Context: an optimization exercise on an open-source flow, tuned for small area and a short achievable clock period. The choices shown serve that exercise and are no tape-out recipe. The RTL was checked by simulation tests, not by an equivalence proof against the original design. Power is estimated from default activity; no workload was simulated.

==> flow/design.v <==
`timescale 1ns / 1ps
module CPU(clk, rst, pc, instr, wb_we, wb_rd, wb_data, st_we, st_addr, st_data);
    input clk;
    input rst;
    output [8:0] pc;           
    input [31:0] instr;        
    output wb_we;              
    output [4:0] wb_rd;
    output [31:0] wb_data;
    output st_we;              
    output [4:0] st_addr;
    output [31:0] st_data;
    integer k;
    reg [6:0] pc_q;            
    always @(posedge clk) begin
        if (rst) pc_q <= 7'd25;    
        else     pc_q <= pc_q + 7'd1;
    end
    assign pc = {pc_q, 2'b00};
    wire [5:0] f_op = instr[31:26];
    wire [5:0] f_fn = instr[5:0];
    wire f_r   = (f_op == 6'b000000);
    wire f_add = f_r & (f_fn == 6'b100000);
    wire f_sub = f_r & (f_fn == 6'b100010);
    wire f_or  = f_r & (f_fn == 6'b100101);
    wire f_xor = f_r & (f_fn == 6'b100110);
    wire f_and = f_r & (f_fn == 6'b100100);
    wire f_lw  = (f_op == 6'b100011);
    wire f_sw  = (f_op == 6'b101011);
    reg d_wreg, d_wmem;        
    reg d_lw, d_sub, d_or, d_xor, d_and;
    reg [4:0] d_rs, d_rt;
    reg [31:0] d_rsd, d_rtd;   
    reg [15:0] d_imm;
    always @(posedge clk) begin
        if (rst) begin
            d_wreg <= 1'b0;
            d_wmem <= 1'b0;
        end else begin
            d_wreg <= f_add | f_sub | f_or | f_xor | f_and | f_lw;
            d_wmem <= f_sw;
        end
        d_lw  <= f_lw;
        d_sub <= f_sub;
        d_or  <= f_or;
        d_xor <= f_xor;
        d_and <= f_and;
        d_rs  <= instr[25:21];
        d_rt  <= instr[20:16];
        d_rsd <= 32'd1 << instr[25:21];
        d_rtd <= 32'd1 << instr[20:16];
        d_imm <= instr[15:0];
    end
    function [31:0] rf_init(input integer i);
        case (i)
            1:  rf_init = 32'hA00000AA;
            2:  rf_init = 32'h10000011;
            3:  rf_init = 32'h20000022;
            4:  rf_init = 32'h30000033;
            5:  rf_init = 32'h40000044;
            6:  rf_init = 32'h50000055;
            7:  rf_init = 32'h60000066;
            8:  rf_init = 32'h70000077;
            9:  rf_init = 32'h80000088;
            10: rf_init = 32'h90000099;
            default: rf_init = 32'h00000000;
        endcase
    endfunction
    function [31:0] mem_init(input integer i);
        case (i)
            0:  mem_init = 32'hA00000AA;
            4:  mem_init = 32'h10000011;
            8:  mem_init = 32'h20000022;
            12: mem_init = 32'h30000033;
            16: mem_init = 32'h40000044;
            20: mem_init = 32'h50000055;
            24: mem_init = 32'h60000066;
            28: mem_init = 32'h70000077;
            default: mem_init = 32'h00000000;
        endcase
    endfunction
    reg [31:0] rf [0:31];      
    reg [31:0] rf_ok;          
    reg [31:0] mem [0:31];     
    reg [31:0] mem_ok;
    reg        e_wreg, e_wmem, e_lw, e_sub, e_or, e_xor, e_and;
    reg  [4:0] e_dest;
    reg        m_wreg, m_wmem, m_lw;
    reg  [4:0] m_dest;
    reg [31:0] m_alu, m_st;
    reg [31:0] m_dec;          
    reg        w_we;
    reg  [4:0] w_rd;
    reg [31:0] w_res;
    reg [31:0] m_fwn, w_fwn;
    reg [31:0] m_stn;          
    wire [4:0] d_dest = d_lw ? d_rt : d_imm[15:11];
    wire d_aluimm = d_lw | d_wmem;
    wire [31:0] rs_dec = d_rsd;
    wire [31:0] rt_dec = d_rtd;
    reg [31:0] rs_rf, rt_rf;
    always @(*) begin
        rs_rf = 32'h00000000;
        rt_rf = 32'h00000000;
        for (k = 0; k < 32; k = k + 1) begin
            rs_rf = rs_rf | ({32{rs_dec[k] &  rf_ok[k]}} & rf[k])
                          | ({32{rs_dec[k] & ~rf_ok[k]}} & rf_init(k));
            rt_rf = rt_rf | ({32{rt_dec[k] &  rf_ok[k]}} & rf[k])
                          | ({32{rt_dec[k] & ~rf_ok[k]}} & rf_init(k));
        end
    end
    wire [31:0] rs_val = (w_we && w_rd == d_rs) ? w_res : rs_rf;
    wire [31:0] rt_val = (w_we && w_rd == d_rt) ? w_res : rt_rf;
    wire a1 = e_wreg && e_dest == d_rs;
    wire a2 = !a1 && m_wreg && m_dest == d_rs;
    wire b1 = e_wreg && e_dest == d_rt;
    wire b2 = !b1 && m_wreg && m_dest == d_rt;
    reg [31:0] e_a, e_b;
    reg [15:0] e_imm;
    reg e_a1, e_a2, e_a0;      
    reg e_b1, e_b2, e_b0, e_bi, e_b1n, e_b2n;  
    reg e_s1, e_s2, e_s0;      
    always @(posedge clk) begin
        if (rst) begin
            e_wreg <= 1'b0;
            e_wmem <= 1'b0;
        end else begin
            e_wreg <= d_wreg;
            e_wmem <= d_wmem;
        end
        e_lw   <= d_lw;
        e_sub  <= d_sub;
        e_or   <= d_or;
        e_xor  <= d_xor;
        e_and  <= d_and;
        e_dest <= d_dest;
        e_a    <= rs_val;
        e_b    <= rt_val ^ {32{d_sub}};    
        e_imm  <= d_imm;
        e_a1   <= a1;
        e_a2   <= a2;
        e_a0   <= !a1 && !a2;
        e_b1   <= b1 && !d_aluimm && !d_sub;
        e_b2   <= b2 && !d_aluimm && !d_sub;
        e_b1n  <= b1 && d_sub;
        e_b2n  <= b2 && d_sub;
        e_b0   <= !b1 && !b2 && !d_aluimm;
        e_bi   <= d_aluimm;
        e_s1   <= b1;
        e_s2   <= b2;
        e_s0   <= !b1 && !b2;
    end
    wire [31:0] opa = ({32{e_a1}} & ~m_fwn) | ({32{e_a2}} & ~w_fwn) | ({32{e_a0}} & e_a);
    wire [31:0] opb = ({32{e_b1}} & ~m_fwn) | ({32{e_b2}} & ~w_fwn) | ({32{e_b0}} & e_b)
                    | ({32{e_b1n}} & m_fwn) | ({32{e_b2n}} & w_fwn)
                    | ({32{e_bi}} & {16'h0000, e_imm});
    wire [31:0] sdat = ({32{e_s1}} & m_alu) | ({32{e_s2}} & w_res) | ({32{e_s0}} & e_b);
    wire [31:0] pp = opa ^ opb;
    wire [31:0] gg = opa & opb;
    wire [31:0] pl [0:5];
    wire [31:0] gl [0:5];
    assign pl[0] = pp;
    assign gl[0] = {gg[31:1], gg[0] | (pp[0] & e_sub)};
    genvar s, j;
    generate
        for (s = 0; s < 5; s = s + 1) begin : ks
            for (j = 0; j < 32; j = j + 1) begin : kb
                if (j >= (1 << s)) begin : op
                    assign gl[s+1][j] = gl[s][j] | (pl[s][j] & gl[s][j - (1 << s)]);
                    assign pl[s+1][j] = pl[s][j] & pl[s][j - (1 << s)];
                end else begin : pass
                    assign gl[s+1][j] = gl[s][j];
                    assign pl[s+1][j] = pl[s][j];
                end
            end
        end
    endgenerate
    wire [31:0] cin = {gl[5][30:0], e_sub};    
    wire [31:0] lres = ({32{e_xor}} & pp) | ({32{e_and}} & gg) | ({32{e_or}} & (pp | gg));
    wire e_sum = !(e_or | e_xor | e_and);
    wire [31:0] res0 = e_sum ? pp : lres;      
    wire [31:0] res1 = e_sum ? ~pp : lres;     
    wire [31:0] res = (cin & res1) | (~cin & res0);
    always @(posedge clk) begin
        if (rst) begin
            m_wreg <= 1'b0;
            m_wmem <= 1'b0;
        end else begin
            m_wreg <= e_wreg;
            m_wmem <= e_wmem;
        end
        m_lw   <= e_lw;
        m_dest <= e_dest;
        m_alu  <= res;
        m_fwn  <= ~res;
        m_dec  <= 32'd1 << res[4:0];
        m_st   <= sdat;
        m_stn  <= ~sdat;
    end
    wire [4:0] m_addr = m_alu[4:0];
    reg [31:0] mem_rd;
    always @(*) begin
        mem_rd = 32'h00000000;
        for (k = 0; k < 32; k = k + 1)
            mem_rd = mem_rd | ({32{m_dec[k] &  mem_ok[k]}} & mem[k])
                            | ({32{m_dec[k] & ~mem_ok[k]}} & mem_init(k));
    end
    always @(posedge clk) begin
        for (k = 0; k < 32; k = k + 1)
            if (m_wmem && m_dec[k]) mem[k] <= ~m_stn;
        if (rst)         mem_ok <= 32'h00000000;
        else if (m_wmem) mem_ok <= mem_ok | m_dec;
    end
    always @(posedge clk) begin
        if (rst) w_we <= 1'b0;
        else     w_we <= m_wreg;
        w_rd  <= m_dest;
        w_res <= m_lw ? mem_rd : m_alu;
        w_fwn <= ~(m_lw ? mem_rd : m_alu);
    end
    wire [31:0] w_dec = 32'd1 << w_rd;
    always @(posedge clk) begin
        for (k = 0; k < 32; k = k + 1)
            if (w_we && w_dec[k]) rf[k] <= w_res;
        if (rst)       rf_ok <= 32'h00000000;
        else if (w_we) rf_ok <= rf_ok | w_dec;
    end
    assign wb_we   = w_we;
    assign wb_rd   = w_rd;
    assign wb_data = ~w_fwn;
    assign st_we   = m_wmem;
    assign st_addr = m_addr;
    assign st_data = m_st;
endmodule
Settings: LEC_CHECK=0, CAP_MARGIN=20, CORE_MARGIN=2, CORE_UTILIZATION=40, PLACE_DENSITY=0.6, SETUP_SLACK_MARGIN=1.7, SLEW_MARGIN=20; clock period 4.3 ns.
standard.sh (not shown) runs the stock make flow with config.mk's settings and CLKGATE_MAP_FILE= SYNTH_SCRIPT=/design/flow/synth_recipe.tcl, a recipe that flattens the netlist after the stock synthesis.
==> flow/flow/run.sh <==
#!/bin/bash
# Own flow: the standard layout (standard.sh) with these changes:
#  - synthesis runs flow/my_synth.tcl: the standard synthesis script with a
#    two-part ABC mapping (see there); registers are the standard ones;
#  - port buffers are buf_2 cells, and repairs may resize a cell to any
#    footprint (MATCH_CELL_FOOTPRINT=0);
#  - clock tree: sinks clustered 24 at most, 80 um across, no dummy loads.
# Each step's output goes to a log file in this folder.
set -euo pipefail
W=$(pwd)
export MY_WORK_DIR=$W
export MY_FLOW_DIR=$W/flow
bash standard.sh SYNTH_SCRIPT=$W/flow/my_synth.tcl synth > $W/synth.log 2>&1
bash standard.sh MATCH_CELL_FOOTPRINT=0 \
  "BUFFER_PORTS_ARGS=-buffer_cell sky130_fd_sc_hd__buf_2" \
  "CTS_ARGS=-sink_clustering_enable -repair_clock_nets -sink_clustering_size 24 -sink_clustering_max_diameter 80 -dont_use_dummy_load" \
  finish > $W/layout.log 2>&1
ls -la $W/out/final.def
==> flow/flow/alu_abc.script <==
strash
dch
map -B 0.9
topo
stime -c
buffer -c
upsize -c
dnsize -c
==> flow/flow/my_synth.tcl <==
# The standard synthesis (synth_recipe.tcl), except that the technology
# mapping of the execute stage's logic (the cone feeding the m_alu
# registers, stopped at registers) is done first with ABC's delay-oriented
# classic mapper; the rest is then mapped with ORFS's usual ABC script.
# Registers are untouched: they are mapped before ABC runs.
proc abc {args} {
  set i [lsearch $args -script]
  set alu_args $args
  lset alu_args [expr {$i + 1}] $::env(MY_FLOW_DIR)/alu_abc.script
  yosys select -set my_dw {c:m_alu*} {c:m_fwn*} {%ci1:+sky130_fd_sc_hd__dfxtp_1[D]} {c:m_alu*} {c:m_fwn*} {%d}
  yosys select -set my_alu {@my_dw} {%ci*:-sky130_fd_sc_hd__dfxtp_1,sky130_fd_sc_hd__edfxtp_1} {t:$_*} {%i}
  yosys select -count {@my_alu}
  yosys abc {*}$alu_args {@my_alu}
  yosys select -clear
  yosys abc {*}$args
}
source $::env(MY_WORK_DIR)/synth_recipe.tcl
The first run completed with no timing, DRC or antenna violations.
Rerun with:
--- a/flow/design.v
+++ b/flow/design.v
@@ -194,5 +194,5 @@
         m_alu  <= res;
         m_fwn  <= ~res;
-        m_dec  <= 32'd1 << res[4:0];
+        m_dec  <= 32'd1 << (opa[4:0] + e_imm[4:0]);    
         m_st   <= sdat;
         m_stn  <= ~sdat;
Effect: Worst setup slack loses 220 ps; die area rises by 0.32%; cell area shrinks by 0.33%; wire length drops by 1.1%; power stays flat; global-route usage went down by 0.31 points; combinational power fell by about 4.4%; synthesized area rose by about 0.33%; register-to-register slack is worse by 220 ps; first-iteration DRC count is higher by 0.40%; fmax fell by 7.4%; cell count is about the same; sequential share of layout area grows by 0.21 points.

[afterwards: timing with drivers on the ports]
No port has a modelled driver above. Below, the same layouts with a new extraction and two added sets of constraints. Step 1 assumes that a clkbuf_16 drives the clock port and a buf_2 every other input. Step 2 also shifts input and output timing later by t, the mid clock arrival at the registers, as if the neighbouring blocks saw the same clock. Three values: no drivers, after step 1, after step 2; two values: the first two.
run	t, ns	setup slack, ns	latest minus earliest clock arrival (ns)
the first run	0.914	1.546 / 1.546 / 1.546	0.122 / 0.122
the second run	0.907	1.325 / 1.325 / 1.325	0.118 / 0.119
After both steps setup and hold are still met in every run listed.
